From an optimization exercise on the open Yosys and OpenROAD flow, aimed at small area and a short achievable clock period; shortcuts taken in it are not production practice.
RTL that was checked went through simulation tests only; none was proved equivalent to the original.

Design int8_mac_tree, start of the top module:
module int8_mac_tree (
    input clk,  
    input reset,  
    input signed [7:0] in0,
    input signed [7:0] in1,
    input signed [7:0] in2,
    input signed [7:0] in3,
    input signed [7:0] in4,
    input signed [7:0] in5,
    input signed [7:0] in6,
    input signed [7:0] in7,
    input signed [7:0] in8,
    input signed [7:0] in9,
    input signed [7:0] in10,
    input signed [7:0] in11,
    input signed [7:0] in12,
    input signed [7:0] in13,
    input signed [7:0] in14,
    input signed [7:0] in15,
    output signed [31:0] out,
    output reg signed [15:0] prod0, prod1, prod2, prod3, prod4, prod5, prod6, prod7,
    output signed [17:0] sum_level2_0, sum_level2_1
);
For scale: ~150 flip-flops, ~330 I/O pins.
export LEC_CHECK = 0
export CAP_MARGIN = 20
export CORE_MARGIN = 2
export CORE_UTILIZATION = 65
export SLEW_MARGIN = 20
export SYNTH_HIERARCHICAL = 1
export SYNTH_MINIMUM_KEEP_SIZE = 0
create_clock -name core_clock -period 12.0 [get_ports {clk}]
standard.sh (not shown) runs the stock make flow with config.mk's settings and CLKGATE_MAP_FILE= SYNTH_SCRIPT=/design/flow/synth_recipe.tcl, a recipe that flattens the netlist after the stock synthesis.
==> flow/flow/run.sh <==
#!/bin/bash
# Standard layout, with the port buffers made from a plain buffer cell
# instead of the delay buffer buffer_ports picks on its own, and timing
# repair aiming at a setup slack of 6.5 ns.
set -euo pipefail
export BUFFER_PORTS_ARGS="-buffer_cell sky130_fd_sc_hd__buf_2"
bash standard.sh SETUP_SLACK_MARGIN=6.5 finish > standard.log 2>&1
The first run went through all stages and came out clean.
Change:
--- a/flow/flow/run.sh
+++ b/flow/flow/run.sh
@@ -4 +4 @@
-# repair aiming at a setup slack of 6.5 ns.
+# repair aiming at a setup slack of 6.0 ns.
@@ -7 +7 @@
-bash standard.sh SETUP_SLACK_MARGIN=6.5 finish > standard.log 2>&1
+bash standard.sh SETUP_SLACK_MARGIN=6.0 finish > standard.log 2>&1
The new run went through all stages and came out clean.
Setup slack is worse by 79 ps.
Routed wire length drops by about 9%.
Count of clock-buffer cells in the layout climbs by 1.
Core utilization drops by 8.6 points.
Final cell count drops by about 3%.
Die area is unchanged.
First-iteration DRC count drops by 9.4%.
Synthesized area stays the same.
Change:
--- a/flow/config.mk
+++ b/flow/config.mk
@@ -10 +10 @@
-export CORE_UTILIZATION = 65
+export CORE_UTILIZATION = 75
Outcome: Sequential cell count stays the same; setup slack gets worse by 48 ps; maximum frequency came out lower slightly; final cell count shrinks slightly; synthesized cell count stays the same; register-to-register slack degrades by 50 ps; count of clock-buffer cells in the layout rose by 1.
Change:
==> flow/flow/run.sh (replaced) <==
#!/bin/bash
# Standard layout, with the port buffers made from a plain buffer cell
# instead of the delay buffer buffer_ports picks on its own.
set -euo pipefail
export BUFFER_PORTS_ARGS="-buffer_cell sky130_fd_sc_hd__buf_2"
bash standard.sh > standard.log 2>&1
--- a/flow/config.mk
+++ b/flow/config.mk
@@ -10 +10 @@
-export CORE_UTILIZATION = 75
+export CORE_UTILIZATION = 40
Result: The new run produced a clean layout; fmax falls by a few percent; global-route usage fell by 16 points; register-to-register slack is worse by 200 ps; count of clock-buffer cells in the layout fell by 1; cell area rises slightly; core utilization came out lower by 38 points; synthesized cell count does not change.

---

int8_mac_tree, a different RTL version from the one above (not shown whole).
Size: about 150 flip-flops, roughly 330 I/O pins, about 21000 sq um of cells after synthesis.
clock: 12.0 ns
lec_check: 0
cap_margin: 20
core_margin: 2
core_utilization: 65
slew_margin: 20
synth_hierarchical: 1
synth_minimum_keep_size: 0
==> flow/flow/run.sh <==
#!/bin/bash
# Standard layout, with the port buffers made from a plain buffer cell
# instead of the delay buffer buffer_ports picks on its own, and timing
# repair aiming at a setup slack of 6.0 ns.
set -euo pipefail
export BUFFER_PORTS_ARGS="-buffer_cell sky130_fd_sc_hd__buf_1"
bash standard.sh SETUP_SLACK_MARGIN=6.0 finish > standard.log 2>&1
The baseline went through all stages and came out clean.
Then changed:
==> flow/flow/run.sh (replaced) <==
#!/bin/bash
# Standard layout, with the port buffers made from a plain buffer cell
# instead of the delay buffer buffer_ports picks on its own, and timing
# repair aiming at a setup slack of 5.9 ns.
set -euo pipefail
export BUFFER_PORTS_ARGS="-buffer_cell sky130_fd_sc_hd__buf_1"
bash standard.sh SETUP_SLACK_MARGIN=5.9 finish > standard.log 2>&1
After rerunning: The new run completed with no timing, DRC or antenna violations. Fmax decreases slightly. Global-route usage hardly moves. Synthesized area does not change. Sequential cell count stays the same. Worst hold slack stays flat. Via count stays flat. First-iteration DRC count increases by roughly a tenth. Setup slack loses 0.078 ns.
Then changed:
==> flow/flow/run.sh (replaced) <==
#!/bin/bash
# Standard layout, with the port buffers made from a plain buffer cell
# instead of the delay buffer buffer_ports picks on its own, and timing
# repair aiming at a setup slack of 6.0 ns.
set -euo pipefail
export BUFFER_PORTS_ARGS="-buffer_cell sky130_fd_sc_hd__buf_1"
bash standard.sh SETUP_SLACK_MARGIN=6.0 finish > standard.log 2>&1
CORE_UTILIZATION = 72   (was 65)
=> Setup slack is better by 0.071 ns; sequential share of layout area stays flat; count of clock-buffer cells in the layout shrinks by 4; non-clock buffer count grows by 1; core utilization grows by 8.2 points; final area is about the same; routed wire length shrinks by 1.0%; critical path depth does not change.

---

Setup of alpha:
int8_mac_tree, a different RTL version from the one above (not shown whole).
Size: about 2100 cells after synthesis, about 150 flip-flops, ~330 I/O pins, ~23000 um2 of cells after synthesis.
Settings: LEC_CHECK=0, CAP_MARGIN=20, CORE_MARGIN=2, CORE_UTILIZATION=40, SLEW_MARGIN=20, SYNTH_HIERARCHICAL=1, SYNTH_MINIMUM_KEEP_SIZE=0; clock period 12.0 ns.
==> flow/flow/run.sh <==
#!/bin/bash
# Standard layout, with the port buffers made from a plain buffer cell
# instead of the delay buffer buffer_ports picks on its own.
set -euo pipefail
export BUFFER_PORTS_ARGS="-buffer_cell sky130_fd_sc_hd__buf_2"
bash standard.sh > standard.log 2>&1
### alpha -> beta
Settings: CORE_UTILIZATION: 40 -> 65.
## What came out
[compare] base=alpha new=beta: sequential share of cell area increased 0.32 points; minimum clock period shrank by 0.16 ns; number of hold-slack violations in the final timing report neither gained nor lost much. Looking at tightest slew margin relative to the limit, beta sits below alpha. Against alpha as the reference, beta delivers a higher setup slack after placement. When beta is measured against alpha, its routed wire length turns out 8.9% lower.
Function was not checked in any run of this note: the RTL went through the layout flow alone.

[static timing again, ports no longer ideal]
The flow's constraints put no driver on any port. The routed layouts listed below were extracted and timed again, unchanged, in two steps. Step 1 (the two cells are an assumption about what drives the block):
set clk [get_ports {clk}]
set_driving_cell -lib_cell sky130_fd_sc_hd__clkbuf_16 $clk
set_driving_cell -lib_cell sky130_fd_sc_hd__buf_2 [delete_from_list [all_inputs] $clk]
Step 2 also shifts input and output timing later by t, the mid clock arrival at the registers, as if the neighbouring blocks saw the same clock. Slacks: no drivers / after step 1 / after step 2; pairs: no drivers / after step 1.
| run | t, ns | setup WS [ns] | worst hold slack (ns) | worst setup path after step 2 | pins driven straight from the clock port |
|---|---|---|---|---|---|
| the first run of note 1 | 0.479 | 6.135 / 6.085 / 5.882 | 0.825 / 0.825 / 0.825 | input to register | 1 |
| the second run of note 1 | 0.485 | 6.056 / 6.006 / 5.811 | 0.817 / 0.817 / 0.817 | input to register | 1 |
| the third run of note 1 | 0.481 | 6.008 / 5.955 / 5.731 | 0.864 / 0.864 / 0.864 | input to register | 1 |
| the fourth run of note 1 | 0.538 | 5.607 / 5.551 / 5.816 | 0.874 / 0.874 / 0.874 | input to register | 1 |
| the first run of note 2 | 0.473 | 6.096 / 6.049 / 5.723 | 0.800 / 0.800 / 0.800 | input to register | 1 |
| the second run of note 2 | 0.472 | 6.019 / 5.971 / 5.753 | 0.800 / 0.800 / 0.800 | input to register | 1 |
| the third run of note 2 | 0.474 | 6.089 / 6.039 / 5.758 | 0.819 / 0.819 / 0.819 | input to register | 1 |
| alpha | 0.537 | 5.133 / 5.076 / 5.473 | 0.827 / 0.827 / 0.827 | input to register | 1 |
| beta | 0.483 | 5.297 / 5.246 / 5.501 | 0.786 / 0.786 / 0.786 | input to register | 1 |
After both steps every run listed still meets setup and hold. For the first run of note 2, which loses most, drivers alone change the setup slack by -0.047 ns; drivers and shift together by -0.373 ns.
